From an optimization exercise on the open Yosys and OpenROAD flow, aimed at small area and a short achievable clock period; shortcuts taken in it are not production practice. At most, simulation tests tie the RTL to the original design; equivalence was not proved. Function not checked in runs 2, 3 and 5 to 8: the RTL went through the layout flow alone. Power is estimated from default activity; no workload was simulated.

==> flow/design.v <==
module byte_fifo
  #(parameter DATA_OUT_BYTE_W = 16,
    parameter DATA_IN_BYTES_W = 16,
    parameter FIFO_BYTE_W = 32,    
    parameter NUM_BYTES_IN_W = 
    (DATA_IN_BYTES_W>511) ? 10 :
    (DATA_IN_BYTES_W>255) ? 9 :
    (DATA_IN_BYTES_W>127) ? 8 :
    (DATA_IN_BYTES_W>63)  ? 7 :
    (DATA_IN_BYTES_W>31)  ? 6 :
    (DATA_IN_BYTES_W>15)  ? 5 :
    (DATA_IN_BYTES_W>7)   ? 4 :
    (DATA_IN_BYTES_W>3)   ? 3 :
    (DATA_IN_BYTES_W>1)   ? 2 : 1,
    parameter NUM_BYTES_TAKEN_W =
    (DATA_OUT_BYTE_W>511) ? 10 :
    (DATA_OUT_BYTE_W>255) ? 9 :
    (DATA_OUT_BYTE_W>127) ? 8 :
    (DATA_OUT_BYTE_W>63)  ? 7 :
    (DATA_OUT_BYTE_W>31)  ? 6 :
    (DATA_OUT_BYTE_W>15)  ? 5 :
    (DATA_OUT_BYTE_W>7)   ? 4 :
    (DATA_OUT_BYTE_W>3)   ? 3 :
    (DATA_OUT_BYTE_W>1)   ? 2 : 1,
    parameter ADD_W = 
    (FIFO_BYTE_W>511) ? 10 :
    (FIFO_BYTE_W>255) ? 9 :
    (FIFO_BYTE_W>127) ? 8 :
    (FIFO_BYTE_W>63)  ? 7 :
    (FIFO_BYTE_W>31)  ? 6 :
    (FIFO_BYTE_W>15)  ? 5 :
    (FIFO_BYTE_W>7)   ? 4 :
    (FIFO_BYTE_W>3)   ? 3 :
    (FIFO_BYTE_W>1)   ? 2 : 1
    ) 
   (
    input                     clk,
    input                     rst_n,
    input                     sync_rst,
    input                            input_data_valid,
    input [NUM_BYTES_TAKEN_W-1:0]    num_bytes_taken_from_fifo,
    input [(DATA_IN_BYTES_W*8)-1:0]  input_data,
    input [NUM_BYTES_IN_W-1:0]       num_bytes_in,
    output                           data_valid,
    output reg [ADD_W-1:0]           num_bytes,
    output [(DATA_OUT_BYTE_W*8)-1:0] data
    );
   reg [(FIFO_BYTE_W*8)-1:0]      data_fifo;   
   wire [ADD_W-1:0]               din_shl;
   reg [ADD_W-1:0]                num_bytes_i;
   wire [(FIFO_BYTE_W*8)-1:0]     data_shl;
   wire [(DATA_IN_BYTES_W*8)-1:0] input_data_mask;
   reg [(FIFO_BYTE_W*8)-1:0]      data_fifo_in;
   wire [(FIFO_BYTE_W*8)-1:0]     data_fifo_shr;
   always @(*)
     if (sync_rst) 
       num_bytes_i = {ADD_W{1'b0}};
     else 
       num_bytes_i = (num_bytes_in & {NUM_BYTES_IN_W{input_data_valid}}) - (num_bytes_taken_from_fifo & {NUM_BYTES_TAKEN_W{data_valid}}) + num_bytes; 
   always @(posedge clk or negedge rst_n)
     if (~rst_n)
       num_bytes <= 'b0;
     else if (input_data_valid | data_valid | sync_rst)            
       num_bytes <= num_bytes_i ;
   assign din_shl         = (num_bytes - ({1'b0,num_bytes_taken_from_fifo} & {NUM_BYTES_TAKEN_W{data_valid}}));
   assign input_data_mask = input_data_valid ? {(DATA_IN_BYTES_W*8){1'b1}} >> ((DATA_IN_BYTES_W-num_bytes_in)*8) : {FIFO_BYTE_W*8{1'b0}};
   assign data_shl        = (input_data & input_data_mask) << (din_shl*8);
   always @(*)
    if (sync_rst) 
      data_fifo_in = {(FIFO_BYTE_W*8){1'b0}};
    else 
      data_fifo_in = (data_fifo_shr | data_shl);  
   always @(posedge clk or negedge rst_n)
     if (~rst_n)
       data_fifo <= 'b0;
     else if (input_data_valid | data_valid | sync_rst)            
       data_fifo <= data_fifo_in ;
   assign data = data_fifo[(DATA_OUT_BYTE_W*8)-1:0];
   assign data_valid = (num_bytes_taken_from_fifo=={NUM_BYTES_TAKEN_W{1'b0}}) ? 1'b0: (num_bytes>=num_bytes_taken_from_fifo & num_bytes!={ADD_W{1'b0}});
   assign data_fifo_shr =   ~data_valid ? data_fifo : data_fifo >> (num_bytes_taken_from_fifo*8);
endmodule
==> flow/run.sh <==
#!/bin/bash
# synth_recipe.tcl (not shown) runs the flow's synth.tcl, then flattens the netlist and writes it again
# the make line also repeats each setting of config.mk as NAME=value (left out here)
make -C /OpenROAD-flow-scripts/flow DESIGN_CONFIG=/design/flow/config.mk WORK_HOME=/design/flow/orfs CLKGATE_MAP_FILE= SYNTH_SCRIPT=/design/flow/synth_recipe.tcl finish
==> flow/config.mk <==
export PLATFORM = sky130hd
export DESIGN_NAME = byte_fifo
export DESIGN_NICKNAME = byte_fifo
export VERILOG_FILES = /design/flow/design.v
export SDC_FILE = /design/flow/constraint.sdc
export NUM_CORES = 4
export LEC_CHECK = 0
export CAP_MARGIN = 20
export CORE_MARGIN = 2
export CORE_UTILIZATION = 30
export SLEW_MARGIN = 20
==> flow/constraint.sdc <==
create_clock -name core_clock -period 5.5 [get_ports {clk}]
set_input_delay 1.1000 -clock core_clock [delete_from_list [all_inputs] [get_ports {clk}]]
set_output_delay 1.1000 -clock core_clock [all_outputs]
set_load 0.01 [all_outputs]
==> metrics.cfg, run 1 <==
[timing]
min_period_ns=5.28
fmax_mhz=189
hold_slack_ns=0.544
fin_crit_sh=0.960
relSlewSlack=0.244
rsz0062_at_grt=false
fin_skew_ns=0.0309
worstMarginPinSlew_ns=1.13
finalSetupViolCount=0
finalHoldViolations=0
slew_violations=0

[drt]
vias=43300
detail_route.wl_per_cell_um=38.1
drc=0
drt_iter0_markers=8169
drt_first_pass_iters=7
ant_nets=0
wl_um=238000
viasPerCell=6.93

[layout]
final_net_count=4866
drive_gt1_frac=0.231
n_fill_cell=11800
finish.utilization=0.381
syn_to_final_growth_pct=26.3

[logic_synthesis]
ys.flop_type=dfrtp_1
synth_nets=4467
syn-cell-area_um2=34400
async_reset_ff_frac=1.00
syn_inst=4300
avgSynthCellArea_um2=7.99
ys_types=91
synth_edf_count=0
yosysSeqAreaShare=0.191
yosys_warnings=1
yosys_register_bits=262

[die]
fp.dieArea_um2=117000
die_height_um=342
die_w_um=342
core_area_um2=114000
start_util=0.301
pin_count=277
num_rows=124

[clock_tree]
clock_sinks=262
cts_buffers=36
cts_setup_buffers=0
cts_tree=yes
clockBufferDepth=3
htreeDepth=2
post_cts_resized=0
cts_hold_buf=0
clockRootBuffer=clkbuf_16
cts.clk_slew.worst_paths_ns=0.06
clk_latency_ns=0.60

[grt]
grt_max_degree=158
grt_pass1_vias=39800
antenna_found_initial=6
grt-ovfl-total=0
grtUsageTotal=0.393
grt_pass1_wl_um=329000

[worst_hold_path]
hold_path.class=in -> async

[placed_design]
dp_hpwl_um=184000
routabilityCongestion=1.09
port_buffers=276

[run_status]
status=finished clean

[pwr]
power.density_nw_per_um2=794
p_leak_nw=16.7
vdd_ir_drop_max_v=0.000654
p_total_w=0.0345

[setup_path]
worstSetupPathType=in -> reg
required_ns=5.93
crit_path_start_kind=input pin
endpoint_kind=register
crit_fanout=23
arrival_ns=5.71

[job]
max-cap-violations=0

==> cells in the mapped netlist (all sizes together), types with 38 or more instances <==
library cell	count	area share
a21oi	307	0.045
o221ai	62	0.016
a31oi	38	0.0069
mux2i	241	0.070
a22oi	100	0.022
a221oi	58	0.015
a211oi	91	0.021
nor2	379	0.041
o22ai	116	0.021
dfrtp	262	0.19
o32ai	42	0.011
buf	251	0.044
nand2	634	0.069
nor3	103	0.015
o21ai	283	0.041
o211ai	65	0.014
a22o	89	0.023
clkbuf	313	0.034
mux4	222	0.15
inv	43	0.0047
nand3	46	0.0067
mux2	65	0.021
==> where the power goes <==
group	total [W]	switching (W)	internal (W)
Combinational	0.0283	0.0181	0.0101
Sequential	0.00357	0.00113	0.00244
Clock	0.00264	0.00108	0.00156
Total	0.0345	0.0204	0.0141
==> metrics by stage <==
step | setup WS, ns | cells | cell area [um^2] | TNS, ns
after global placement | -0.195 | 6171 | 42100 | -1.74
after CTS | 0.432 | 6236 | 43300 | 0
after floorplan | 0.00742 | 4300 | 34700 | 0
after global routing | 0.0000240 | 6239 | 43400 | 0
after detailed placement | -0.177 | 6171 | 42100 | -1.64
final | 0.219 | 6250 | 43400 | 0
==> path summary, 6_finish.rpt <==
kind                                         startpoint        endpoint  slack [ns]  depth (start not counted)
setup / recovery           num_bytes_taken_from_fifo[4]  data_fifo[222]        0.22                         18
hold / removal                                    rst_n  data_fifo[109]        0.54                          1
setup reg to reg                           num_bytes[1]  data_fifo[222]        0.27                         17
hold reg to reg                            data_fifo[3]    data_fifo[3]        0.56                          1
max in group asynchronous                         rst_n   data_fifo[71]        3.65                          2
min in group core_clock                    data_fifo[3]    data_fifo[3]        0.56                          1
==> state kept, by name, summed over array words and instances, names as in the netlist <==
| name | count |
|---|---|
| data_fifo | 256 |
| num_bytes | 6 |
==> critical path: stages <==
cell       delay [ns]
buf_4            0.15
inv_2            0.07
ha_1             0.28
nor3_1           0.05
nor2_1           0.42
nand2_8          0.12
nor2_4           0.13
ha_2             0.19
inv_1            0.05
fa_4             0.49
xnor2_2          0.44
buf_4            0.41
buf_4            0.26
mux2i_1          0.27
buf_4            0.15
nor2_1           0.03
a2111oi_0        0.85
o22ai_1          0.22
==> layer usage <==
layer	global-route usage	share of wire
met1	0.544	0.40
met2	0.532	0.39
met3	0.167	0.16
met4	0.155	0.050
met5	0	0.00030
==> layout by cell type, fill, tap and decap left out, types with 22 or more instances in the layout <==
cell               n
a31oi_1           38
nor3_1            98
a221oi_1          58
o21ai_0          278
a221o_1           32
a211oi_1          85
inv_1             37
buf_12            43
o32ai_1           42
mux4_2           222
o21a_1            32
dfrtp_1          262
a32o_1            22
clkdlybuf4s50_1  269
o22ai_1          116
and3_1            25
a21oi_1          303
nand2_1          627
a21o_1            22
o221ai_1          62
o211ai_1          65
nand4_1           22
clkbuf_16         38
mux2i_1          236
a22oi_1           98
nand3_1           46
mux2_2            65
buf_4            606
a22o_1            89
nor2_1           373
o2bb2ai_1         25
==> kinds of logic (layout without fill, tap and decap cells) <==
| group | count (synthesis) | in the layout | share of synthesized area |
|---|---|---|---|
| flops | 262 | 262 | 0.191 |
| simple gates | 1301 | 1301 | 0.160 |
| buf+inv | 609 | 1035 | 0.0830 |
| compound gates | 1562 | 1562 | 0.316 |
| fa+ha+maj | 25 | 25 | 0.0104 |
| other cells | 0 | 12 | 0 |
| xor+xnor | 13 | 13 | 0.00331 |
| mux | 528 | 528 | 0.237 |
==> area by class of cell <==
| cell class | count | area, um^2 | share of cell area |
|---|---|---|---|
| Clock buffer | 52 | 1080 | 0.0250 |
| Antenna cell | 12 | 30.0 | 0.000692 |
| Clock inverter | 13 | 185 | 0.00427 |
| Tap cell | 1512 | 1890 | 0.0436 |
| Inverter | 45 | 186 | 0.00429 |
| Timing Repair Buffer | 925 | 8210 | 0.189 |
| Sequential cell | 262 | 6560 | 0.151 |
| Multi-Input combinational cell | 3429 | 25300 | 0.582 |
==> run 2, diff against run 1 <==
==> flow/design.v (replaced) <==
module byte_fifo
  (
   input              clk,
   input              rst_n,
   input              sync_rst,
   input              input_data_valid,
   input  [4:0]       num_bytes_taken_from_fifo,
   input  [127:0]     input_data,
   input  [4:0]       num_bytes_in,
   output             data_valid,
   output reg [5:0]   num_bytes,
   output [127:0]     data
   );
   reg [4:0]   rp;    
   reg [4:0]   wp;    
   reg [127:0] mem_lo;   
   reg [127:0] mem_hi;   
   reg [15:0]  rd_hi;    
   wire [4:0] t   = num_bytes_taken_from_fifo;
   wire [4:0] nin = input_data_valid ? num_bytes_in : 5'd0;
   assign data_valid = (t != 5'd0) && ({1'b0, t} <= num_bytes);
   wire [4:0] t_eff  = data_valid ? t : 5'd0;
   wire [4:0] rp_nxt = rp + t_eff;
   always @(posedge clk or negedge rst_n)
     if (~rst_n) begin
        num_bytes <= 6'd0;
        rp        <= 5'd0;
        wp        <= 5'd0;
     end else if (sync_rst) begin
        num_bytes <= 6'd0;
        rp        <= 5'd0;
        wp        <= 5'd0;
     end else begin
        num_bytes <= num_bytes - {1'b0, t_eff} + {1'b0, nin};
        rp        <= rp_nxt;
        wp        <= wp + nin;
     end
   genvar g, l;
   generate
      for (l = 0; l < 16; l = l + 1) begin : g_rdhi
         always @(posedge clk or negedge rst_n)
           if (~rst_n)
             rd_hi[l] <= 1'b0;
           else if (sync_rst)
             rd_hi[l] <= 1'b0;
           else
             rd_hi[l] <= rp_nxt[4] ^ (l < rp_nxt[3:0]);
      end
   endgenerate
   wire [127:0] rot_d [0:4];
   wire [15:0]  rot_m [0:4];
   wire [15:0]  therm;
   generate
      for (l = 0; l < 16; l = l + 1) begin : g_therm
         assign therm[l] = (nin > l);
      end
   endgenerate
   assign rot_d[0] = input_data;
   assign rot_m[0] = therm;
   generate
      for (g = 0; g < 4; g = g + 1) begin : g_wrot
         localparam integer S = 1 << g;
         assign rot_d[g+1] = wp[g] ? {rot_d[g][127-8*S:0], rot_d[g][127:128-8*S]} : rot_d[g];
         assign rot_m[g+1] = wp[g] ? {rot_m[g][15-S:0], rot_m[g][15:16-S]} : rot_m[g];
      end
   endgenerate
   generate
      for (l = 0; l < 16; l = l + 1) begin : g_lane
         wire hi = wp[4] ^ (l < wp[3:0]);
         always @(posedge clk) begin
            if (rot_m[4][l] & ~hi) mem_lo[8*l +: 8] <= rot_d[4][8*l +: 8];
            if (rot_m[4][l] &  hi) mem_hi[8*l +: 8] <= rot_d[4][8*l +: 8];
         end
      end
   endgenerate
   wire [127:0] sel;
   generate
      for (l = 0; l < 16; l = l + 1) begin : g_half
         assign sel[8*l +: 8] = rd_hi[l] ? mem_hi[8*l +: 8] : mem_lo[8*l +: 8];
      end
   endgenerate
   wire [127:0] rot_q [0:4];
   assign rot_q[0] = sel;
   generate
      for (g = 0; g < 4; g = g + 1) begin : g_rrot
         localparam integer S = 1 << g;
         assign rot_q[g+1] = rp[g] ? {rot_q[g][8*S-1:0], rot_q[g][127:8*S]} : rot_q[g];
      end
   endgenerate
   assign data = rot_q[4];
endmodule
--- a/flow/config.mk
+++ b/flow/config.mk
@@ -6,6 +6,8 @@
 export NUM_CORES = 4
 export LEC_CHECK = 0
+export ABC_CLOCK_PERIOD_IN_PS = 3000
 export CAP_MARGIN = 20
 export CORE_MARGIN = 2
 export CORE_UTILIZATION = 30
+export SETUP_SLACK_MARGIN = 2.0
 export SLEW_MARGIN = 20
==> run 2 against run 1 <==
  * Highest routed layer unchanged
  * First-iteration DRC count decreased by 77%
  * Sequential share of layout area increased by 12 points
  * Critical endpoint is now data[97]
  * Largest power group unchanged
  * Clock skew decreased by 0.023 ns
  * Die area decreased by 27%
  * Hold slack improved by 0.18 ns
  * Global-route usage decreased by 21 points
  * Non-clock buffer count decreased by 541
  * Synthesized area decreased by 28%
==> metrics.cfg, run 2 <==
[run_status]
status=finished clean

[grt]
grt_pass1_wl_um=116000
grt_pass1_vias=16700
antenna_found_initial=2
grt_max_degree=148
grt-ovfl-total=0
grtUsageTotal=0.183

[logic_synthesis]
yosys_warnings=1
async_reset_ff_frac=0.108
ys.flop_type=edfxtp_1
yosys_register_bits=287
ys_top_cells_by_area=mux4_2 35%, edfxtp_1 31%, mux2_2 12%
syn-cell-area_um2=24900
synth_common_cells=385 x mux4_2, 273 x mux2_2, 256 x edfxtp_1, 156 x inv_1, 135 x mux2i_1
synth_nets=1875
ys_types=58
avgSynthCellArea_um2=14.6
synth.most_common_cell=mux4_2
synth_edf_count=256
synth_top_area_frac=0.349
yosysSeqAreaShare=0.340
syn_inst=1707
synth_largest_area_cell=mux4_2

[setup_path]
crit_path_start_kind=register
required_ns=4.40
crit_fanout=6
arrival_ns=2.79
endpoint_kind=output pin
worstSetupPathType=reg -> out

[drt]
drt_first_pass_iters=8
detail_route.wl_per_cell_um=26.3
drc=0
drt_iter0_markers=1884
viasPerCell=5.79
ant_nets=0
vias=17600
wl_um=80100

[timing]
slew_violations=0
fin_crit_sh=0.707
finalHoldViolations=0
relSlewSlack=0.292
fmax_mhz=257
rsz0062_at_grt=true
worstMarginPinSlew_ns=1.06
hold_slack_ns=0.725
min_period_ns=3.89
finalSetupViolCount=0
fin_skew_ns=0.00756
finalWorstSetupSlack_ns=1.61
setup-tns-final_ns=0

[placed_design]
routabilityCongestion=0.932
port_buffers=276
dp_hpwl_um=63400
pre_cts_ws_ns=0.535
dp_cells=2940

[die]
die_w_um=292
die_height_um=292
pin_count=277
num_rows=105
start_util=0.303
fp.dieArea_um2=85200
core_area_um2=82100

[layout]
n_fill_cell=7559
final_net_count=2123
top_regs=mem_hi: 128 flops, mem_lo: 128 flops, rd_hi: 16 flops
final_cell_mix=385 x mux4_2, 256 x edfxtp_1, 138 x mux2_4, 138 x clkdlybuf4s50_1, 135 x mux2_2
drive_gt1_frac=0.604
stdcell_count=3040
syn_to_final_growth_pct=27.3
layout_commonest_cell=mux4_2

[clock_tree]
clockRootBuffer=clkbuf_16
clockBufferDepth=3
clk_latency_ns=0.55
cts_tree=yes
clock_sinks=287
cts_buffers=24
cts.clk_slew.worst_paths_ns=0.06
htreeDepth=1

[pwr]
p_sw_frac=0.405
pwr-share-seq=0.170
power.density_nw_per_um2=626
p_leak_nw=11.0
p_comb_frac=0.746
vdd_ir_drop_max_v=0.000333
internal_power_w=0.0118
switching_power_w=0.00802
power_frac_clock=0.084

[job]
max-cap-violations=0

[worst_hold_path]
hold_path.class=reg -> reg

## run 2: cell count changes after synthesis, moves of 256 or more
cell	change
o21ai_0	-269
edfxtp_1	+256
a21oi_1	-269
nand2_1	-592
nor2_1	-323
clkbuf_1	-261
## run 2: repair_timing
item                                    CTS  global route
gates cloned                             10             2
pin swaps                                17            16
gates resized for setup                 953           150
buffers inserted                         44             3
endpoints found under the setup margin  223           258
hold buffers                              0             0
## run 2: cells by family after synthesis
family | share of synthesized area
AO/OA/AOI/OAI | 0.0308
XOR/XNOR | 0.00770
adder cells (fa/ha/maj) | 0.0152
buffers and inverters | 0.0534
flip-flops | 0.340
multiplexers | 0.527
AND/OR/NAND/NOR | 0.0257
## run 2: layout make-up
class / count / area, um^2 / share of cell area
Clock inverter: 10 / 105 / 0.00332
Tap cell: 1070 / 1340 / 0.0423
Multi-Input combinational cell: 1100 / 16100 / 0.510
Timing Repair Buffer: 384 / 4300 / 0.136
Antenna cell: 1 / 2.50 / 0.0000791
Inverter: 158 / 597 / 0.0189
Clock buffer: 30 / 654 / 0.0207
Sequential cell: 287 / 8520 / 0.269
## run 2: power groups by stage
stage / clock network [W] / registers (W) / logic, W
6_report: 0.00166 / 0.00338 / 0.0148
5_1_grt: 0.00176 / 0.00343 / 0.0156
4_1_cts: 0.00167 / 0.00339 / 0.0141
3_5_place_dp: 0 / 0.00359 / 0.0121
3_3_place_gp: 0 / 0.00357 / 0.0118
2_1_floorplan: 0 / 0.00314 / 0.00765
## run 2: final timing paths
kind	startpoint	end	slack (ns)	cells after the start
worst max-delay path	rp[1]	data[97]	1.61	9
worst min-delay path	num_bytes[0]	num_bytes[0]	0.72	2
worst max register to register	num_bytes[3]	rd_hi[12]	2.14	16
worst min register to register	num_bytes[0]	num_bytes[0]	0.72	2
max in group asynchronous	rst_n	rp[1]	4.17	2
min in group asynchronous	rst_n	num_bytes[1]	0.98	2
## run 2: layer usage
layer	vias up	global-route usage	share of wire	wire length, um
met5	-	0	0.00034	27
met4	4	0.0209	0.0098	781
met3	50	0.0266	0.088	7060
met2	925	0.260	0.42	33600
met1	9228	0.298	0.48	38500
li1	7401	-	-	-
## run 2: stage by stage
step           utilization  area [um^2]  power [W]
2_1_floorplan            -        25000     0.0108
3_3_place_gp         0.351        28800     0.0154
3_5_place_dp         0.351        28800     0.0157
4_1_cts              0.380        31200     0.0191
5_1_grt              0.385        31600     0.0208
6_report             0.385        31600     0.0198
## run 2: critical path, stage by stage, from the launching register on
cell	delay (ns)
dfrtp_4	0.50
buf_8	0.15
buf_6	0.11
buf_12	0.15
buf_16	0.16
mux2i_4	0.20
mux2_4	0.29
mux4_2	0.52
inv_2	0.07
buf_6	0.09
==> run 3, diff against run 2 <==
--- a/flow/config.mk
+++ b/flow/config.mk
@@ -6,5 +6,4 @@
 export NUM_CORES = 4
 export LEC_CHECK = 0
-export ABC_CLOCK_PERIOD_IN_PS = 3000
 export CAP_MARGIN = 20
 export CORE_MARGIN = 2
==> run 3 against run 2 <==
  * Wire length stayed put
  * Register-to-register slack hardly changed
  * Total power stayed put
  * Still clean
  * First-iteration DRC count stayed put
  * Clock power hardly changed
  * Final area stayed put
  * Critical endpoint unchanged
  * Synthesized area stayed put
  * Die area stayed put
  * Sequential share of layout area stayed put
  * Sequential cell count stayed put
  * Clock skew stayed put
  * Utilization stayed put
==> metrics.cfg, run 3 <==
[run_status]
status=finished clean

[placed_design]
dp_hpwl_um=63400
placement.cell_area_um2=28800
routabilityCongestion=0.932
pre_cts_ws_ns=0.535
port_buffers=276

[logic_synthesis]
yosysSeqAreaShare=0.340
synth.most_common_cell=mux4_2
syn_inst=1707
ys_top_cells_by_area=mux4_2 35%, edfxtp_1 31%, mux2_2 12%
synth_largest_area_cell=mux4_2
yosys_warnings=1
synth_nets=1875
synth_edf_count=256
yosys_register_bits=287
synth_common_cells=385 x mux4_2, 273 x mux2_2, 256 x edfxtp_1, 156 x inv_1, 135 x mux2i_1
avgSynthCellArea_um2=14.6
syn-cell-area_um2=24900
synth_top_area_frac=0.349
async_reset_ff_frac=0.108
ys_types=58
ys.flop_type=edfxtp_1

[timing]
min_period_ns=3.89
finalSetupViolCount=0
slew_violations=0
worstMarginPinSlew_ns=1.06
finalWorstSetupSlack_ns=1.61
relSlewSlack=0.292
setup-tns-final_ns=0
rsz0062_at_grt=true
finalHoldViolations=0
hold_slack_ns=0.725
fin_skew_ns=0.00756
fin_crit_sh=0.707
fmax_mhz=257

[setup_path]
worstSetupPathType=reg -> out
r2r-start=num_bytes[3]
r2r_end=rd_hi[12]
crit_path_start_kind=register
required_ns=4.40
reg2reg_setup_slack_ns=2.14
reg2reg_depth=16
arrival_ns=2.79
crit_fanout=6
path_common_cell=buf_6
critPathBufInv=6
cpMaxStageDelayCell=mux4_2
cp_top_family=multiplexers
cp_cell_sequence=buf_8 -> buf_6 -> buf_12 -> buf_16 -> mux2i_4 -> mux2_4 -> mux4_2 -> inv_2 -> buf_6
slowest_delay_ns=0.52
endpoint_kind=output pin

[layout]
final_net_count=2123
drive_gt1_frac=0.604
layout_commonest_cell=mux4_2
syn_to_final_growth_pct=27.3
n_fill_cell=7559
final_cell_mix=385 x mux4_2, 256 x edfxtp_1, 138 x mux2_4, 138 x clkdlybuf4s50_1, 135 x mux2_2
multi_input_area_um2=16100
design_area_um2=31600
top_regs=mem_hi: 128 flops, mem_lo: 128 flops, rd_hi: 16 flops
seqCellArea_um2=8520

[worst_hold_path]
min_to=num_bytes[0]
whs_path_depth=2
hp-start=num_bytes[0]
hold_path.class=reg -> reg

[die]
pin_count=277
die_w_um=292
start_util=0.303
num_rows=105
fp.dieArea_um2=85200
core_area_um2=82100
die_height_um=292

[grt]
grtUsageTotal=0.183
grt_max_degree=148
grt-ovfl-total=0
grt_pass1_vias=16700
grt_pass1_wl_um=116000
antenna_found_initial=2

[pwr]
p_comb_frac=0.746
p_leak_nw=11.0
vdd_ir_drop_max_v=0.000333
p_sw_frac=0.405
internal_power_w=0.0118
pwr-share-seq=0.170
power.density_nw_per_um2=626
switching_power_w=0.00802
power_frac_clock=0.084

[clock_tree]
htreeDepth=1
clk_latency_ns=0.55
clockBufferDepth=3
clockRootBuffer=clkbuf_16
clock_sinks=287
cts_buffers=24
cts.clk_slew.worst_paths_ns=0.06
cts_tree=yes
cts_hold_buf=0

[drt]
wl_um=80100
viasPerCell=5.79
detail_route.wl_per_cell_um=26.3
vias=17600
drt_iter0_markers=1884
drt_first_pass_iters=8
ant_nets=0
drc=0

[job]
max-cap-violations=0

-- run 3: kinds of logic (layout without fill, tap and decap cells) --
family,after synthesis,after routing,synth area share
AO/OA/AOI/OAI,115,115,0.0308
XOR/XNOR,21,21,0.00770
adder cells (fa/ha/maj),26,26,0.0152
buffers and inverters,320,582,0.0534
flip-flops,287,287,0.340
multiplexers,793,793,0.527
other,0,1,0
AND/OR/NAND/NOR,145,145,0.0257
-- run 3: worst min-delay path: cells and delay by family, from the launching register on --
kind | cells | cell delay (ns)
and+or+nand+nor | 1 | 0.11
adders and majority gates | 1 | 0.15
DFF | 1 | 0.42
-- run 3: power groups by stage --
stage          Sequential (W)  Combinational (W)  Clock, W
2_1_floorplan         0.00314            0.00765         0
3_3_place_gp          0.00357             0.0118         0
3_5_place_dp          0.00359             0.0121         0
4_1_cts               0.00339             0.0141   0.00167
5_1_grt               0.00343             0.0156   0.00176
6_report              0.00338             0.0148   0.00166
-- run 3: metal layers --
metal  wire (um)  track usage
met5          27            0
met4         781       0.0209
met3        7060       0.0266
met2       33600        0.260
met1       38500        0.298
-- run 3: stage by stage --
step            util  power, W  cells
2_1_floorplan      -    0.0108   1707
3_3_place_gp   0.351    0.0154   2940
4_1_cts        0.380    0.0191   3034
6_report       0.385    0.0198   3040
3_5_place_dp   0.351    0.0157   2940
5_1_grt        0.385    0.0208   3039
-- run 3: cell type report --
type,count,share of cell area
Antenna cell,1,0.0000791
Clock buffer,30,0.0207
Clock inverter,10,0.00332
Inverter,158,0.0189
Multi-Input combinational cell,1100,0.510
Sequential cell,287,0.269
Tap cell,1070,0.0423
Timing Repair Buffer,384,0.136
-- run 3: worst max-delay path by stage --
stage,startpoint,endpoint,slack (ns),depth (start not counted)
2_1_floorplan,num_bytes_taken_from_fifo[3],rd_hi[10],1.74,13
3_3_place_gp,num_bytes_taken_from_fifo[3],rd_hi[2],0.65,13
3_5_place_dp,num_bytes_taken_from_fifo[3],rd_hi[1],0.54,13
4_1_cts,rp[1],data[29],1.51,8
5_1_grt,rp[1],data[105],1.56,9
6_report,rp[1],data[97],1.61,9
-- run 3: what timing repair did --
action	in CTS	in global routing
pin swaps	17	16
resized for setup	953	150
buffers inserted	44	3
setup endpoints to repair	223	258
gates cloned	10	2
==> run 4, diff against run 3 <==
--- a/flow/design.v
+++ b/flow/design.v
@@ -16,10 +16,8 @@
    reg [127:0] mem_lo;   
    reg [127:0] mem_hi;   
-   reg [15:0]  rd_hi;    
    wire [4:0] t   = num_bytes_taken_from_fifo;
    wire [4:0] nin = input_data_valid ? num_bytes_in : 5'd0;
    assign data_valid = (t != 5'd0) && ({1'b0, t} <= num_bytes);
-   wire [4:0] t_eff  = data_valid ? t : 5'd0;
-   wire [4:0] rp_nxt = rp + t_eff;
+   wire [4:0] t_eff = data_valid ? t : 5'd0;
    always @(posedge clk or negedge rst_n)
      if (~rst_n) begin
@@ -33,22 +31,11 @@
      end else begin
         num_bytes <= num_bytes - {1'b0, t_eff} + {1'b0, nin};
-        rp        <= rp_nxt;
+        rp        <= rp + t_eff;
         wp        <= wp + nin;
      end
-   genvar g, l;
-   generate
-      for (l = 0; l < 16; l = l + 1) begin : g_rdhi
-         always @(posedge clk or negedge rst_n)
-           if (~rst_n)
-             rd_hi[l] <= 1'b0;
-           else if (sync_rst)
-             rd_hi[l] <= 1'b0;
-           else
-             rd_hi[l] <= rp_nxt[4] ^ (l < rp_nxt[3:0]);
-      end
-   endgenerate
    wire [127:0] rot_d [0:4];
    wire [15:0]  rot_m [0:4];
    wire [15:0]  therm;
+   genvar g, l;
    generate
       for (l = 0; l < 16; l = l + 1) begin : g_therm
@@ -77,5 +64,6 @@
    generate
       for (l = 0; l < 16; l = l + 1) begin : g_half
-         assign sel[8*l +: 8] = rd_hi[l] ? mem_hi[8*l +: 8] : mem_lo[8*l +: 8];
+         wire hi = rp[4] ^ (l < rp[3:0]);
+         assign sel[8*l +: 8] = hi ? mem_hi[8*l +: 8] : mem_lo[8*l +: 8];
       end
    endgenerate
--- a/flow/config.mk
+++ b/flow/config.mk
@@ -9,4 +9,3 @@
 export CORE_MARGIN = 2
 export CORE_UTILIZATION = 30
-export SETUP_SLACK_MARGIN = 2.0
 export SLEW_MARGIN = 20
==> run 4 against run 3 <==
  * Global-route usage is 8.1 points higher
  * Setup slack worse by 1.6 ns
  * Largest cell class unchanged
  * Synthesized area increased by 5.1%
  * Clock power rose by 33%
  * Largest power group unchanged
  * Highest routed layer is now met4
  * Register-to-register slack lost 0.50 ns
  * Combinational power is 24% higher
==> metrics.cfg, run 4 <==
[logic_synthesis]
yosys_register_bits=272
yosysSeqAreaShare=0.310
synth_common_cells=307 x mux4_2, 256 x edfxtp_1, 193 x nand3_1, 165 x mux2_2, 162 x clkbuf_1
ys_top_cells_by_area=edfxtp_1 29%, mux4_2 26%, mux2_2 7.1%
synth_nets=2408
synth.most_common_cell=mux4_2
synth_largest_area_cell=edfxtp_1
avgSynthCellArea_um2=11.7
ys_types=82
async_reset_ff_frac=0.0588
yosys_warnings=1
syn-cell-area_um2=26100
synth_top_area_frac=0.294
ys.flop_type=edfxtp_1
synth_edf_count=256
syn_inst=2240

[layout]
final_cell_mix=307 x mux4_2, 276 x clkdlybuf4s50_1, 256 x edfxtp_1, 193 x nand3_1, 165 x mux2_2
layout_commonest_cell=mux4_2
final_net_count=2629
drive_gt1_frac=0.293
n_antenna_cell=0
top_regs=mem_hi: 128 flops, mem_lo: 128 flops, num_bytes: 6 flops
syn_to_final_growth_pct=21.9

[pwr]
switching_power_w=0.0117
p_comb_frac=0.766
pwr-share-seq=0.142
vdd_ir_drop_max_v=0.000484
p_leak_nw=10.8
p_sw_frac=0.491
power.density_nw_per_um2=750
power_frac_clock=0.092
internal_power_w=0.0122

[placed_design]
pre_cts_ws_ns=0.508
port_buffers=276
dp_hpwl_um=96000
routabilityCongestion=1.02

[timing]
worstMarginPinSlew_ns=1.10
rsz0062_at_grt=false
setup-tns-final_ns=0
relSlewSlack=0.264
fmax_mhz=184
finalWorstSetupSlack_ns=0.0607
finalSetupViolCount=0
slew_violations=0
fin_crit_sh=0.989
min_period_ns=5.44
finalHoldViolations=0
fin_skew_ns=0.0168

[setup_path]
reg2reg_depth=17
arrival_ns=4.34
required_ns=4.40
endpoint_kind=output pin
crit_path_start_kind=register
crit_fanout=30
worstSetupPathType=reg -> out

[clock_tree]
htreeDepth=1
cts_buffers=29
clk_latency_ns=0.59
clock_sinks=272
clockBufferDepth=3
cts.clk_slew.worst_paths_ns=0.06
cts_tree=yes
clockRootBuffer=clkbuf_16

[job]
max-cap-violations=0

[grt]
grt_pass1_wl_um=170000
grtUsageTotal=0.264
grt_pass1_vias=22200
antenna_found_initial=3
grt_max_degree=86
grt-ovfl-total=0

[drt]
drc=0
ant_nets=0
viasPerCell=6.43
drt_iter0_markers=3211
vias=23400
detail_route.wl_per_cell_um=33.2
drt_first_pass_iters=8
wl_um=121000

[die]
fp.dieArea_um2=89400
die_w_um=299
num_rows=108
pin_count=277
die_height_um=299
start_util=0.302
core_area_um2=86500

[run_status]
status=finished clean

[worst_hold_path]
hold_path.class=reg -> reg
whs_path_depth=2

-- run 4: cells by family (layout without fill, tap and decap cells) --
group | count (synthesis) | in the layout | synth area share
AOI/OAI and AO/OA | 497 | 497 | 0.131
xor gates and xnor gates | 28 | 28 | 0.0105
and+or+nand+nor | 531 | 531 | 0.0951
muxes | 623 | 623 | 0.397
DFF | 272 | 272 | 0.310
buffers and inverters | 261 | 505 | 0.0414
adders and majority gates | 28 | 28 | 0.0152
-- run 4: layout make-up --
type                    count  area [um^2]
clock buffers              31          733
clock inverters            23          325
fillers                  8398        54600
inverters                  31          120
multi-input cells        1707        17100
flip-flops and latches    272         8120
well taps                1155         1450
repair buffers            420         4030
-- run 4: power by group through the flow --
stage / Sequential (W) / Clock, W / Combinational (W)
6_report: 0.00339 / 0.00221 / 0.0183
5_1_grt: 0.00342 / 0.00230 / 0.0189
4_1_cts: 0.00336 / 0.00222 / 0.0179
3_5_place_dp: 0.00340 / 0 / 0.0178
3_3_place_gp: 0.00339 / 0 / 0.0177
2_1_floorplan: 0.00306 / 0 / 0.00956
-- run 4: repair_timing --
| item | CTS | global route |
|---|---|---|
| hold buffers | 0 | 0 |
| gates resized for setup | 1 | 7 |
| gates cloned | 0 | 0 |
| pin swaps | 0 | 1 |
| buffers inserted | 0 | 5 |
| endpoints found under the setup margin | 1 | 19 |
-- run 4: through the flow --
| stage | cells | power [W] | utilization | area (um^2) | hold slack [ns] |
|---|---|---|---|---|---|
| finish | 3639 | 0.0239 | 0.368 | 31800 | 0.702 |
| global route | 3639 | 0.0247 | 0.368 | 31800 | 0.755 |
| CTS | 3632 | 0.0235 | 0.367 | 31700 | 0.709 |
| detailed placement | 3578 | 0.0212 | 0.354 | 30600 | 0.699 |
| global placement | 3578 | 0.0211 | 0.354 | 30600 | 0.678 |
| floorplan | 2240 | 0.0126 | - | 26100 | 0.580 |
-- run 4: final timing paths --
kind	start	end	slack, ns
setup / recovery	rp[3]	data[118]	0.06
hold / removal	num_bytes[0]	num_bytes[0]	0.70
setup reg to reg	num_bytes[1]	num_bytes[5]	1.64
hold reg to reg	num_bytes[0]	num_bytes[0]	0.70
max in group asynchronous	rst_n	rp[3]	3.92
min in group asynchronous	rst_n	wp[1]	0.98
-- run 4: worst max-delay path: stages, from the launching register on --
cell and delay [ns]:
dfrtp_4 0.67, or4_1 0.69, nand2_8 0.26, mux4_1 0.70, mux2_2 0.39, mux2_2 0.28
mux2_2 0.26, clkdlybuf4s50_1 0.48
-- run 4: per-layer routing --
layer	share of wire	vias to the layer above	track usage
met1	0.40	12000	0.360
met5	0	-	0
met2	0.45	1577	0.413
met3	0.10	194	0.0507
li1	-	9657	-
met4	0.046	0	0.103
==> run 5, diff against run 4 <==
==> flow/design.v (replaced) <==
module byte_fifo
  (
   input              clk,
   input              rst_n,
   input              sync_rst,
   input              input_data_valid,
   input  [4:0]       num_bytes_taken_from_fifo,
   input  [127:0]     input_data,
   input  [4:0]       num_bytes_in,
   output             data_valid,
   output reg [5:0]   num_bytes,
   output [127:0]     data
   );
   reg [3:0]   rp;       
   reg [3:0]   wp;       
   reg [127:0] mem_a;    
   reg [127:0] mem_b;    
   wire [4:0] t   = num_bytes_taken_from_fifo;
   wire [4:0] nin = input_data_valid ? num_bytes_in : 5'd0;
   assign data_valid = (t != 5'd0) && ({1'b0, t} <= num_bytes);
   wire [4:0] t_eff = data_valid ? t : 5'd0;
   always @(posedge clk or negedge rst_n)
     if (~rst_n) begin
        num_bytes <= 6'd0;
        rp        <= 4'd0;
        wp        <= 4'd0;
     end else if (sync_rst) begin
        num_bytes <= 6'd0;
        rp        <= 4'd0;
        wp        <= 4'd0;
     end else begin
        num_bytes <= num_bytes - {1'b0, t_eff} + {1'b0, nin};
        rp        <= rp + t_eff[3:0];
        wp        <= wp + nin[3:0];
     end
   wire [127:0] rot_d [0:4];
   assign rot_d[0] = input_data;
   genvar g, l;
   generate
      for (g = 0; g < 4; g = g + 1) begin : g_wrot
         localparam integer S = 1 << g;
         assign rot_d[g+1] = wp[g] ? {rot_d[g][127-8*S:0], rot_d[g][127:128-8*S]} : rot_d[g];
      end
   endgenerate
   generate
      for (l = 0; l < 16; l = l + 1) begin : g_lane
         localparam [3:0] L = l;
         wire [3:0] p     = L - rp;
         wire       empty = (num_bytes <= {2'b00, p});
         wire       full  = (num_bytes > {2'b01, p});
         wire       rd    = data_valid & ({1'b0, p} < t);
         wire [7:0] din   = rot_d[4][8*l +: 8];
         always @(posedge clk) begin
            if (rd | empty) mem_a[8*l +: 8] <= full ? mem_b[8*l +: 8] : din;
            if (rd | ~full) mem_b[8*l +: 8] <= din;
         end
      end
   endgenerate
   wire [127:0] rot_q [0:4];
   assign rot_q[0] = mem_a;
   generate
      for (g = 0; g < 4; g = g + 1) begin : g_rrot
         localparam integer S = 1 << g;
         assign rot_q[g+1] = rp[g] ? {rot_q[g][8*S-1:0], rot_q[g][127:8*S]} : rot_q[g];
      end
   endgenerate
   assign data = rot_q[4];
endmodule
--- a/flow/config.mk
+++ b/flow/config.mk
@@ -9,3 +9,4 @@
 export CORE_MARGIN = 2
 export CORE_UTILIZATION = 30
+export SETUP_SLACK_MARGIN = 2
 export SLEW_MARGIN = 20
==> run 5 against run 4 <==
  * Hold slack worse by 0.17 ns
  * Critical path depth unchanged
  * Synthesized area down 6.7%
  * Via count down 15%
  * Non-clock buffer count up 9
  * Die area down 6.6%
  * Highest routed layer is now met5
  * Combinational power down 9%
  * Global-route usage down 2.9 points
==> metrics.cfg, run 5 <==
[run_status]
status=finished clean

[placed_design]
port_buffers=276
dp_cells=3006
dp_hpwl_um=78600
routabilityCongestion=0.946
pre_cts_ws_ns=0.464

[setup_path]
cp_cell_sequence=clkbuf_16 -> buf_8 -> buf_16 -> mux4_2 -> buf_6 -> mux4_2 -> buf_6
slowest_delay_ns=0.52
crit_path_start_kind=register
cpMaxStageDelayCell=dfrtp_4
worstSetupPathType=reg -> out
crit_fanout=5
arrival_ns=2.89
required_ns=4.40
endpoint_kind=output pin

[logic_synthesis]
async_reset_ff_frac=0.0519
synth.most_common_cell=mux2_2
yosys_warnings=1
yosys_register_bits=270
yosysSeqAreaShare=0.330
ys.flop_type=edfxtp_1
syn_inst=1782
ys_types=56
syn-cell-area_um2=24400
synth_edf_count=256
synth_top_area_frac=0.315
synth_nets=2013
synth_largest_area_cell=edfxtp_1
synth_common_cells=292 x mux2_2, 256 x edfxtp_1, 256 x mux4_2, 99 x o22ai_1, 91 x a221oi_1
avgSynthCellArea_um2=13.7
ys_top_cells_by_area=edfxtp_1 32%, mux4_2 24%, mux2_2 13%

[drt]
detail_route.wl_per_cell_um=32.4
drt_first_pass_iters=6
viasPerCell=6.33
vias=20000
drc=0
wl_um=102000
ant_nets=0
drt_iter0_markers=2665

[grt]
antenna_found_initial=8
grt_pass1_wl_um=143000
grt-ovfl-total=0
grt_max_degree=76
grt_pass1_vias=19100
grtUsageTotal=0.235

[layout]
drive_gt1_frac=0.476
top_regs=mem_a: 128 flops, mem_b: 128 flops, num_bytes: 6 flops
finish.utilization=0.381
final_net_count=2307
layout_commonest_cell=mux2_2
syn_to_final_growth_pct=25.7
seqCellArea_um2=8060
stdcell_count=3156
multi_input_area_um2=15800
final_cell_mix=292 x mux2_2, 256 x mux4_2, 256 x edfxtp_1, 142 x clkdlybuf4s50_1, 93 x o22ai_1
n_fill_cell=7572

[clock_tree]
clockRootBuffer=clkbuf_16
cts_buffers=26
clockBufferDepth=3
clk_latency_ns=0.56
cts.clk_slew.worst_paths_ns=0.07
cts_tree=yes
htreeDepth=1
clock_sinks=270

[die]
core_area_um2=80400
die_height_um=289
start_util=0.303
num_rows=104
die_w_um=289
pin_count=277
fp.dieArea_um2=83500

[timing]
fmax_mhz=250
finalHoldViolations=0
slew_violations=0
relSlewSlack=0.250
rsz0062_at_grt=true
finalSetupViolCount=0
setup-tns-final_ns=0
fin_crit_sh=0.726
fin_skew_ns=0.0247
min_period_ns=3.99
finalWorstSetupSlack_ns=1.51
worstMarginPinSlew_ns=1.13

[pwr]
power.density_nw_per_um2=772
vdd_ir_drop_max_v=0.000326
p_leak_nw=10.5

[job]
max-cap-violations=0

[worst_hold_path]
hold_path.class=reg -> reg

-- run 5: cell count changes in the layout (fill, tap and decap cells not counted), moves of 68 or more --
cell,previous run,this run
mux2_2,165,292
clkdlybuf4s50_1,276,142
o22ai_1,25,93
nand3_1,193,2
o21ai_0,107,21
nand2_1,153,7
clkbuf_2,0,90
a21oi_1,94,19
mux2i_1,144,68
a221oi_1,1,91
-- run 5: metrics by stage --
stage / instance area (um^2) / total power [W] / hold slack, ns
after floorplan: 24500 / 0.0139 / 0.523
after global placement: 28300 / 0.0205 / 0.530
after detailed placement: 28300 / 0.0208 / 0.534
after CTS: 30000 / 0.0229 / 0.531
after global routing: 30600 / 0.0246 / 0.547
final: 30600 / 0.0237 / 0.536
-- run 5: critical path, delay by kind of cell, from the launching register on --
family,cells,cell delay (ns)
muxes,2,1.03
buffers and inverters,5,0.78
DFF,1,0.52
-- run 5: per-layer routing --
metal  vias up  wire (um)  global-route usage
met4         4       6100               0.114
met3       245       9780              0.0420
met2      1407      48100               0.385
met5         -         27                   0
met1     10200      38100               0.299
li1       8119          -                   -
-- run 5: timing repair --
action,4_1_cts,5_1_grt
pin swaps,9,16
setup endpoints to repair,281,323
gates cloned,13,10
hold endpoints to repair,0,0
gates resized for setup,183,372
setup buffers,38,40
hold buffers,0,0
-- run 5: where the power goes --
part	internal (W)	leakage, nW	switching (W)
Clock	0.000880	0.374	0.000783
Sequential	0.00403	2.73	0.00123
Combinational	0.00804	7.45	0.00870
Total	0.0129	10.5	0.0107
-- run 5: cell type report --
cell class / instances / area share
Timing Repair Buffer: 429 / 0.143
Clock inverter: 14 / 0.00314
Multi-Input combinational cell: 1275 / 0.515
Inverter: 74 / 0.00996
Sequential cell: 270 / 0.263
Tap cell: 1060 / 0.0433
Clock buffer: 33 / 0.0221
Antenna cell: 1 / 0.0000817
-- run 5: logic make-up (layout without fill, tap and decap cells) --
group / after synthesis / in the layout / synth area share
xor+xnor: 27 / 27 / 0.00970
mux: 647 / 647 / 0.419
fa+ha+maj: 89 / 89 / 0.0478
flops: 270 / 270 / 0.330
buf+inv: 237 / 550 / 0.0429
other cells: 0 / 1 / 0
compound gates: 379 / 379 / 0.122
simple gates: 133 / 133 / 0.0291
-- run 5: path summary, 6_finish.rpt --
check	from	slack, ns	cells past startpoint	endpoint
max	rp[0]	1.51	7	data[51]
min	mem_b[21]	0.54	1	mem_a[21]
max reg2reg	num_bytes[4]	1.79	17	num_bytes[5]
min reg2reg	mem_b[21]	0.54	1	mem_a[21]
max in group asynchronous	rst_n	3.95	1	rp[0]
min in group asynchronous	rst_n	0.99	1	rp[3]
==> run 6, diff against run 5 <==
--- a/flow/config.mk
+++ b/flow/config.mk
@@ -9,4 +9,4 @@
 export CORE_MARGIN = 2
 export CORE_UTILIZATION = 30
-export SETUP_SLACK_MARGIN = 2
+export SETUP_SLACK_MARGIN = 3
 export SLEW_MARGIN = 20
==> run 6 against run 5 <==
  * Highest routed layer is now met4
  * Via count up 2.5%
  * Non-clock buffer count up 110
  * Critical path type unchanged
  * Clock power up 6%
  * Still clean
==> metrics.cfg, run 6 <==
[run_status]
status=finished clean

[setup_path]
endpoint_kind=output pin
path_common_cell=mux4_2
cpMaxStageDelayCell=mux4_2
cp_cell_sequence=buf_12 -> buf_8 -> mux4_2 -> mux4_2 -> clkdlybuf4s15_2
arrival_ns=2.82
worstSetupPathType=reg -> out
slowest_delay_ns=0.59
crit_path_start_kind=register
required_ns=4.40
crit_fanout=9

[logic_synthesis]
synth_edf_count=256
synth.most_common_cell=mux2_2
ys_types=56
synth_top_area_frac=0.315
synth_nets=2013
async_reset_ff_frac=0.0519
yosys_register_bits=270
synth_largest_area_cell=edfxtp_1
yosysSeqAreaShare=0.330
synth_common_cells=292 x mux2_2, 256 x edfxtp_1, 256 x mux4_2, 99 x o22ai_1, 91 x a221oi_1
syn-cell-area_um2=24400
syn_inst=1782
yosys_warnings=1
avgSynthCellArea_um2=13.7
ys.flop_type=edfxtp_1
ys_top_cells_by_area=edfxtp_1 32%, mux4_2 24%, mux2_2 13%

[grt]
antenna_found_initial=4
gr-usage-met3=0.0413
grt_max_degree=88
grt.met1_usage=0.320
grt_pass1_vias=19700
grt_pass1_wl_um=145000
grt-busiest-layer=met2
grtUsageTotal=0.239
grt-ovfl-total=0
grt_use_met2=0.392

[clock_tree]
cts_buffers=26
cts_tree=yes
clockBufferDepth=3
htreeDepth=1
clockRootBuffer=clkbuf_16
clk_latency_ns=0.56
clock_sinks=270
cts_hold_buf=0
cts.clk_slew.worst_paths_ns=0.07

[timing]
rsz0062_at_grt=true
setup-tns-final_ns=0
finalWorstSetupSlack_ns=1.58
fmax_mhz=255
relSlewSlack=0.285
min_period_ns=3.92
finalHoldViolations=0
finalSetupViolCount=0
fin_crit_sh=0.712
fin_skew_ns=0.00938
slew_violations=0
worstMarginPinSlew_ns=1.07

[placed_design]
port_buffers=276
dp_hpwl_um=76500
routabilityCongestion=0.949
pre_cts_ws_ns=0.464

[layout]
drive_gt1_frac=0.574
syn_to_final_growth_pct=43.0
multi_input_area_um2=17700
n_antenna_cell=0
n_fill_cell=7054
final_cell_mix=256 x mux4_2, 256 x edfxtp_1, 180 x buf_6, 166 x mux2_2, 148 x mux2_4
top_regs=mem_a: 128 flops, mem_b: 128 flops, num_bytes: 6 flops
seqCellArea_um2=8080
final_net_count=2427

[pwr]
p_leak_nw=12.4
power.density_nw_per_um2=821
switching_power_w=0.0121
vdd_ir_drop_max_v=0.000416
pwr-share-seq=0.181
p_comb_frac=0.757
p_sw_frac=0.424
internal_power_w=0.0165
power_frac_clock=0.062

[drt]
drc=0
viasPerCell=6.26
detail_route.wl_per_cell_um=32.0
wl_um=105000
ant_nets=0
drt_first_pass_iters=6
vias=20500
drt_iter0_markers=3138

[die]
start_util=0.303
fp.dieArea_um2=83500
num_rows=104
die_height_um=289
pin_count=277
core_area_um2=80400
die_w_um=289

[job]
max-cap-violations=0

[worst_hold_path]
hold_path.class=reg -> reg

run 6: cell counts after synthesis:
No cell type changed its count.
run 6: worst paths after layout:
kind	start	cells after the start	slack (ns)	end
worst min register to register	mem_b[38]	1	0.54	mem_a[38]
min in group asynchronous	rst_n	1	0.96	wp[0]
worst min-delay path	mem_b[38]	1	0.54	mem_a[38]
max in group asynchronous	rst_n	1	4.01	num_bytes[5]
worst max-delay path	rp[0]	5	1.58	data[77]
worst max register to register	num_bytes[4]	16	1.84	num_bytes[5]
run 6: stage by stage:
step	power (W)	hold slack [ns]	instance area, um^2	utilization	cells
6_report	0.0286	0.539	34900	0.434	3273
5_1_grt	0.0297	0.552	34900	0.434	3273
4_1_cts	0.0269	0.542	33800	0.420	3217
3_5_place_dp	0.0219	0.535	29300	0.364	2985
3_3_place_gp	0.0215	0.530	29300	0.364	2985
2_1_floorplan	0.0154	0.523	25900	-	1782
run 6: cells by family after synthesis:
family / count (synthesis) / synth area share
AOI/OAI and AO/OA: 379 / 0.122
xor gates and xnor gates: 27 / 0.00970
adders and majority gates: 89 / 0.0478
buffers and inverters: 237 / 0.0429
DFF: 270 / 0.330
muxes: 647 / 0.419
and+or+nand+nor: 133 / 0.0291
run 6: layout make-up:
cell class,instances,share of cell area
Clock buffer,29,0.0190
Clock inverter,16,0.00456
Inverter,74,0.00944
Multi-Input combinational cell,1285,0.507
Sequential cell,270,0.232
Tap cell,1060,0.0380
Timing Repair Buffer,539,0.190
run 6: worst max-delay path, delay by kind of cell (launching register included):
family | cells | cell delay, ns
multiplexers | 2 | 1.17
buffers and inverters | 3 | 0.61
flip-flops | 1 | 0.45
run 6: what timing repair did:
action / in CTS / in global routing
gates resized for setup: 897 / 154
pin swaps: 81 / 70
buffers inserted: 160 / 47
endpoints found under the setup margin: 657 / 558
cloned: 27 / 9
run 6: power by group through the flow:
stage | clock [W] | sequential, W | combinational [W]
finish | 0.00176 | 0.00519 | 0.0217
global route | 0.00184 | 0.00526 | 0.0226
CTS | 0.00178 | 0.00508 | 0.0201
detailed placement | 0 | 0.00526 | 0.0166
global placement | 0 | 0.00518 | 0.0163
floorplan | 0 | 0.00448 | 0.0110
run 6: metal layers:
| metal | vias up | share of wire |
|---|---|---|
| met3 | 249 | 0.10 |
| met1 | 10400 | 0.39 |
| met5 | - | 0 |
| li1 | 8376 | - |
| met2 | 1498 | 0.47 |
| met4 | 0 | 0.044 |
==> run 7, diff against run 6 <==
--- a/flow/design.v
+++ b/flow/design.v
@@ -18,6 +18,9 @@
    wire [4:0] t   = num_bytes_taken_from_fifo;
    wire [4:0] nin = input_data_valid ? num_bytes_in : 5'd0;
-   assign data_valid = (t != 5'd0) && ({1'b0, t} <= num_bytes);
-   wire [4:0] t_eff = data_valid ? t : 5'd0;
+   wire [6:0] left = {1'b0, num_bytes} - {2'b00, t};
+   assign data_valid = (t != 5'd0) && !left[6];
+   wire [5:0] cnt_keep = num_bytes + {1'b0, nin};
+   wire [5:0] cnt_take = num_bytes + {1'b0, nin} - {1'b0, t};
+   wire [4:0] rp_take  = {1'b0, rp} + t;    
    always @(posedge clk or negedge rst_n)
      if (~rst_n) begin
@@ -30,11 +33,23 @@
         wp        <= 4'd0;
      end else begin
-        num_bytes <= num_bytes - {1'b0, t_eff} + {1'b0, nin};
-        rp        <= rp + t_eff[3:0];
-        wp        <= wp + nin[3:0];
+        num_bytes <= data_valid ? cnt_take : cnt_keep;
+        if (data_valid)
+          rp <= rp_take[3:0];
+        wp <= wp + nin[3:0];
      end
+   wire [15:0] ge_rp, lt_wp, lt_re;
+   genvar g, l;
+   generate
+      for (l = 0; l < 16; l = l + 1) begin : g_therm
+         assign ge_rp[l] = (rp <= l);
+         assign lt_wp[l] = (wp > l);
+         assign lt_re[l] = (rp_take[3:0] > l);
+      end
+   endgenerate
+   wire        wrap_w = (wp < rp);
+   wire [15:0] extra  = wrap_w ? (ge_rp | lt_wp) : (ge_rp & lt_wp);
+   wire [15:0] rd_int = rp_take[4] ? (ge_rp | lt_re) : (ge_rp & lt_re);
    wire [127:0] rot_d [0:4];
    assign rot_d[0] = input_data;
-   genvar g, l;
    generate
       for (g = 0; g < 4; g = g + 1) begin : g_wrot
@@ -43,11 +58,10 @@
       end
    endgenerate
+   wire ge16 = num_bytes[5] | num_bytes[4];
    generate
       for (l = 0; l < 16; l = l + 1) begin : g_lane
-         localparam [3:0] L = l;
-         wire [3:0] p     = L - rp;
-         wire       empty = (num_bytes <= {2'b00, p});
-         wire       full  = (num_bytes > {2'b01, p});
-         wire       rd    = data_valid & ({1'b0, p} < t);
+         wire       empty = ~ge16 & ~extra[l];
+         wire       full  = num_bytes[5] | (num_bytes[4] & extra[l]);
+         wire       rd    = data_valid & rd_int[l];
          wire [7:0] din   = rot_d[4][8*l +: 8];
          always @(posedge clk) begin
--- a/flow/config.mk
+++ b/flow/config.mk
@@ -9,4 +9,4 @@
 export CORE_MARGIN = 2
 export CORE_UTILIZATION = 30
-export SETUP_SLACK_MARGIN = 3
+export SETUP_SLACK_MARGIN = 2
 export SLEW_MARGIN = 20
==> run 7 against run 6 <==
  * Still clean on timing, DRC and antenna
  * Clock power decreased by 2%
  * Highest routed layer unchanged
  * Clock skew increased by 0.0033 ns
  * Non-clock buffer count decreased by 148
  * Maximum frequency decreased by 0.19%
  * Sequential cell count unchanged
  * Die area decreased by 1.7%
  * Register-to-register slack improved by 0.16 ns
==> metrics.cfg, run 7 <==
[timing]
fin_crit_sh=0.713
relSlewSlack=0.377
rsz0062_at_grt=true
min_period_ns=3.92
finalSetupViolCount=0
setup-tns-final_ns=0
worstMarginPinSlew_ns=0.935
fin_skew_ns=0.0127
finalWorstSetupSlack_ns=1.58
fmax_mhz=255
finalHoldViolations=0
slew_violations=0

[layout]
drive_gt1_frac=0.606
stdcell_count=2700
final_net_count=1797
n_antenna_cell=0
final_cell_mix=493 x mux4_2, 256 x edfxtp_1, 138 x clkdlybuf4s50_1, 95 x mux2_2, 83 x clkbuf_2
design_area_um2=29900
finish.utilization=0.379
top_regs=mem_a: 128 flops, mem_b: 128 flops, num_bytes: 6 flops
layout_commonest_cell=mux4_2
syn_to_final_growth_pct=24.9

[job]
max-cap-violations=0

[placed_design]
pre_cts_ws_ns=1.00
dp_cells=2567
dp_hpwl_um=60700
placement.cell_area_um2=27700
routabilityCongestion=0.881
port_buffers=276

[setup_path]
crit_path_start_kind=register
reg2reg_setup_slack_ns=2.00
reg2reg_depth=14
r2r_end=mem_a[110]
crit_fanout=7
endpoint_kind=output pin
r2r-start=rp[0]
worstSetupPathType=reg -> out
crit_start=rp[0]
required_ns=4.40
endpoint=data[58]
arrival_ns=2.82

[clock_tree]
cts.clk_slew.worst_paths_ns=0.07
clockBufferDepth=3
clk_latency_ns=0.56
clock_sinks=270
cts_tree=yes
htreeDepth=1
cts_hold_buf=0
cts_buffers=26
clockRootBuffer=clkbuf_16

[logic_synthesis]
yosys_warnings=1
ys_types=53
syn_inst=1358
syn-cell-area_um2=24000
synth_common_cells=493 x mux4_2, 256 x edfxtp_1, 95 x mux2_2, 68 x clkbuf_1, 38 x buf_2
ys_top_cells_by_area=mux4_2 46%, edfxtp_1 32%, mux2_2 4.5%
synth.most_common_cell=mux4_2
synth_largest_area_cell=mux4_2
synth_edf_count=256
async_reset_ff_frac=0.0519
yosysSeqAreaShare=0.335
synth_nets=1524
avgSynthCellArea_um2=17.6
yosys_register_bits=270
ys.flop_type=edfxtp_1
synth_top_area_frac=0.463

[drt]
drc=0
wl_um=79800
detail_route.wl_per_cell_um=29.5
viasPerCell=6.27
drt_first_pass_iters=7
drt_iter0_markers=2000
ant_nets=0
vias=16900

[worst_hold_path]
hold_path.class=reg -> reg

[pwr]
p_leak_nw=9.98
vdd_ir_drop_max_v=0.000321
power.density_nw_per_um2=727

[die]
start_util=0.303
num_rows=103
core_area_um2=79000
fp.dieArea_um2=82100
die_w_um=287
pin_count=277
die_height_um=287

[grt]
grt_max_degree=139
grtUsageTotal=0.185
grt_pass1_wl_um=112000
grt-ovfl-total=0
antenna_found_initial=4
grt_pass1_vias=15400

[run_status]
status=finished clean

run 7: cell types whose count changed after synthesis, moves of 21 or more:
cell | before | now
o2bb2ai_1 | 44 | 1
mux2_2 | 292 | 95
mux4_2 | 256 | 493
nand2_1 | 9 | 35
inv_1 | 71 | 9
a221oi_1 | 91 | 2
nor2_1 | 50 | 20
clkbuf_1 | 89 | 68
a211oi_1 | 28 | 3
ha_1 | 82 | 22
o22ai_1 | 99 | 3
mux2i_1 | 68 | 2
run 7: kinds of logic after synthesis:
group / synth area share
xor gates and xnor gates: 0.00512
and+or+nand+nor: 0.0213
adders and majority gates: 0.0184
muxes: 0.550
AOI/OAI and AO/OA: 0.0388
buffers and inverters: 0.0307
DFF: 0.335
run 7: layout make-up:
class,instances,area [um^2]
multi-input cells,928,15800
flip-flops and latches,270,8070
fillers,7190,49100
clock buffers,26,651
inverters,13,78.8
repair buffers,391,3890
clock inverters,21,144
repair inverters,1,8.76
well taps,1050,1310
run 7: per-layer routing:
metal | global-route usage | up-vias | part of all wire
met5 | 0 | - | 0
met4 | 0.0245 | 0 | 0.013
met3 | 0.0285 | 60 | 0.10
met2 | 0.254 | 1100 | 0.42
met1 | 0.309 | 9087 | 0.46
li1 | - | 6680 | -
run 7: critical path, cell delays in order, from the launching register on:
cell     delay [ns]
dfrtp_4        0.47
buf_12         0.15
buf_12         0.14
buf_16         0.14
mux4_2         0.57
buf_6          0.14
mux4_2         0.49
buf_6          0.15
run 7: metrics by stage:
step / total power [W] / hold slack [ns]
floorplan: 0.0135 / 0.523
detailed placement: 0.0193 / 0.533
finish: 0.0217 / 0.541
global route: 0.0228 / 0.547
global placement: 0.0190 / 0.529
CTS: 0.0215 / 0.538
run 7: repair_timing:
action,in CTS,in global routing
resized for setup,120,384
setup buffers,22,50
setup endpoints to repair,507,355
pin swaps,9,23
cloned,4,10
endpoints found under the hold margin,0,0
run 7: power breakdown:
group,switching (W),internal (W),leakage [nW]
Sequential,0.00111,0.00411,2.74
Combinational,0.00727,0.00754,6.85
Clock,0.000802,0.000914,0.391
run 7: worst min-delay path by stage:
stage / startpoint / to / slack [ns] / depth (start not counted)
6_report: mem_b[99] / mem_a[99] / 0.54 / 1
5_1_grt: mem_b[118] / mem_a[118] / 0.55 / 1
3_5_place_dp: mem_b[8] / mem_a[8] / 0.53 / 1
2_1_floorplan: mem_b[64] / mem_a[64] / 0.52 / 1
4_1_cts: mem_b[112] / mem_a[112] / 0.54 / 1
3_3_place_gp: mem_b[67] / mem_a[67] / 0.53 / 1
==> run 8, diff against run 7 <==
--- a/flow/config.mk
+++ b/flow/config.mk
@@ -9,4 +9,4 @@
 export CORE_MARGIN = 2
 export CORE_UTILIZATION = 30
-export SETUP_SLACK_MARGIN = 2
+export SETUP_SLACK_MARGIN = 1.5
 export SLEW_MARGIN = 20
==> run 8 against run 7 <==
  * Total power fell by 1.8%
  * Via count shrank 2.5%
  * Utilization fell by 1.1 points
  * Die area is the same
  * Synthesized area unchanged
  * Count of clock-buffer cells in the layout increased by 1
  * Clock skew down 0.0014 ns
  * Register-to-register slack lost 0.27 ns
  * First-iteration DRC count up 2.0%
  * Sequential share of layout area increased by 0.78 points
  * Sequential power down 0.8%
  * Non-clock buffer count is 61 lower
  * Critical path type unchanged
  * Critical endpoint is now data[56]
  * Highest routed layer unchanged
==> metrics.cfg, run 8 <==
[setup_path]
required_ns=4.40
crit_path_start_kind=register
crit_fanout=11
worstSetupPathType=reg -> out
arrival_ns=2.98
endpoint_kind=output pin

[layout]
design_area_um2=29100
drive_gt1_frac=0.481
seqCellArea_um2=8070
top_regs=mem_a: 128 flops, mem_b: 128 flops, num_bytes: 6 flops
layout_commonest_cell=mux4_2
n_antenna_cell=0
final_cell_mix=493 x mux4_2, 256 x edfxtp_1, 224 x clkdlybuf4s50_1, 95 x mux2_2, 39 x dlymetal6s2s_1
stdcell_count=2635
syn_to_final_growth_pct=21.4
multi_input_area_um2=15200
final_net_count=1733
n_fill_cell=7220

[die]
die_height_um=287
core_area_um2=79000
pin_count=277
fp.dieArea_um2=82100
die_w_um=287
start_util=0.303
num_rows=103

[timing]
finalWorstSetupSlack_ns=1.42
fmax_mhz=245
fin_skew_ns=0.0113
hold_slack_ns=0.547
worstMarginPinSlew_ns=1.12
fin_crit_sh=0.742
finalHoldViolations=0
rsz0062_at_grt=true
setup-tns-final_ns=0
slew_violations=0
finalSetupViolCount=0
relSlewSlack=0.255
min_period_ns=4.08

[logic_synthesis]
avgSynthCellArea_um2=17.6
syn_inst=1358
ys_top_cells_by_area=mux4_2 46%, edfxtp_1 32%, mux2_2 4.5%
yosysSeqAreaShare=0.335
yosys_warnings=1
synth_edf_count=256
synth.most_common_cell=mux4_2
synth_largest_area_cell=mux4_2
yosys_register_bits=270
async_reset_ff_frac=0.0519
syn-cell-area_um2=24000
synth_common_cells=493 x mux4_2, 256 x edfxtp_1, 95 x mux2_2, 68 x clkbuf_1, 38 x buf_2
ys.flop_type=edfxtp_1
synth_top_area_frac=0.463
synth_nets=1524
ys_types=53

[pwr]
power.density_nw_per_um2=734
p_leak_nw=9.57
vdd_ir_drop_max_v=0.000384

[worst_hold_path]
hold_path.class=reg -> reg

[clock_tree]
cts_tree=yes
clock_sinks=270
cts_buffers=24
clockBufferDepth=3
cts.clk_slew.worst_paths_ns=0.07
clockRootBuffer=clkbuf_16
htreeDepth=1
clk_latency_ns=0.55

[drt]
wl_um=77900
drc=0
drt_first_pass_iters=6
drt_iter0_markers=2039
viasPerCell=6.26
ant_nets=0
detail_route.wl_per_cell_um=29.6
vias=16500

[grt]
grt_pass1_vias=15500
grt_pass1_wl_um=111000
antenna_found_initial=6
grtUsageTotal=0.183
grt_max_degree=129
grt-ovfl-total=0

[run_status]
status=finished clean

[job]
max-cap-violations=0

[placed_design]
routabilityCongestion=0.882
placement.cell_area_um2=27700
pre_cts_ws_ns=0.871
dp_cells=2569
dp_hpwl_um=60700
port_buffers=276

[run 8: cell counts after synthesis]
Identical to the previous run, type by type.
[run 8: through the flow]
step	utilization	total power, W
2_1_floorplan	-	0.0134
3_3_place_gp	0.350	0.0190
3_5_place_dp	0.350	0.0193
4_1_cts	0.364	0.0213
5_1_grt	0.368	0.0224
6_report	0.368	0.0214
[run 8: routing by layer]
layer / GRT usage / vias to the layer above / wire length, um / part of all wire
met5: 0 / - / 0 / 0
met4: 0.0225 / 0 / 617 / 0.0079
met3: 0.0374 / 37 / 8840 / 0.11
met2: 0.247 / 1110 / 32100 / 0.41
met1: 0.305 / 8806 / 36400 / 0.47
li1: - / 6547 / - / -
[run 8: area by class of cell]
cell class                 instances  area share
clock buffer                      27      0.0210
clock inverter                    17     0.00645
inverter                          13     0.00224
multi-input combinational        928       0.524
sequential                       270       0.277
tap                             1050      0.0452
timing repair buffer             330       0.123
[run 8: path summary, 6_finish.rpt]
kind	from	end	slack [ns]	cells after the start
hold reg to reg	mem_b[38]	mem_a[38]	0.55	1
setup / recovery	rp[0]	data[56]	1.42	5
min in group asynchronous	rst_n	num_bytes[5]	1.00	1
hold / removal	mem_b[38]	mem_a[38]	0.55	1
setup reg to reg	rp[1]	mem_b[25]	1.73	9
max in group asynchronous	rst_n	wp[1]	3.94	1
[run 8: report_power, final]
group	internal, W	switching (W)	total (W)
logic	0.00753	0.00690	0.0144
registers	0.00411	0.00107	0.00518
clock network	0.000955	0.000786	0.00174
total	0.0126	0.00876	0.0214
[run 8: cell families after synthesis]
group / Yosys count / share of synthesized area
flip-flops: 270 / 0.335
AND/OR/NAND/NOR: 105 / 0.0213
AO/OA/AOI/OAI: 131 / 0.0388
adder cells (fa/ha/maj): 36 / 0.0184
multiplexers: 642 / 0.550
buffers and inverters: 160 / 0.0307
XOR/XNOR: 14 / 0.00512
[run 8: what timing repair did]
| item | in CTS | in global routing |
|---|---|---|
| endpoints found under the setup margin | 151 | 219 |
| pin swaps | 0 | 0 |
| gates resized for setup | 26 | 65 |
| endpoints found under the hold margin | 0 | 0 |
| cloned | 2 | 4 |
| hold buffers | 0 | 0 |
| buffers inserted | 11 | 5 |
[run 8: worst max-delay path: stages, from the launching register on]
cell and delay [ns]:
dfrtp_4 0.42, buf_12 0.18, buf_8 0.20, mux4_2 0.57, mux4_2 0.54, clkdlybuf4s50_1 0.50

afterwards: timing with drivers on the ports:
How much do the figures lean on ideal ports? The routed layouts below were timed once more, with nothing changed but the port constraints. Step 1 (the two cells are an assumption about what drives the block):
set clk [get_ports {clk}]
set_driving_cell -lib_cell sky130_fd_sc_hd__clkbuf_16 $clk
set_driving_cell -lib_cell sky130_fd_sc_hd__buf_2 [delete_from_list [all_inputs] $clk]
Step 2 also shifts input and output timing later by t, the mid clock arrival at the registers, as if the neighbouring blocks saw the same clock. Slacks: ideal ports / drivers / drivers and shift; pairs: ideal ports / drivers.
run | t (ns) | setup WS [ns] | worst data-port slew with drivers (ns)
run 1 | 0.657 | 0.219 / 0.172 / -0.485 | 0.11
run 2 | 0.599 | 1.611 / 1.555 / 1.420 | 0.08
run 3 | 0.599 | 1.611 / 1.555 / 1.420 | 0.08
run 4 | 0.642 | 0.061 / 0.001 / 0.502 | 0.06
run 5 | 0.613 | 1.508 / 1.448 / 1.142 | 0.12
run 6 | 0.615 | 1.584 / 1.525 / 1.159 | 0.08
run 7 | 0.613 | 1.577 / 1.516 / 1.467 | 0.06
run 8 | 0.597 | 1.420 / 1.364 / 1.081 | 0.06
Met with ideal ports but missed after step 2: setup timing in run 1. The setup slack of run 1, which loses most, moves by -0.047 ns with the drivers and by -0.704 ns with both steps.
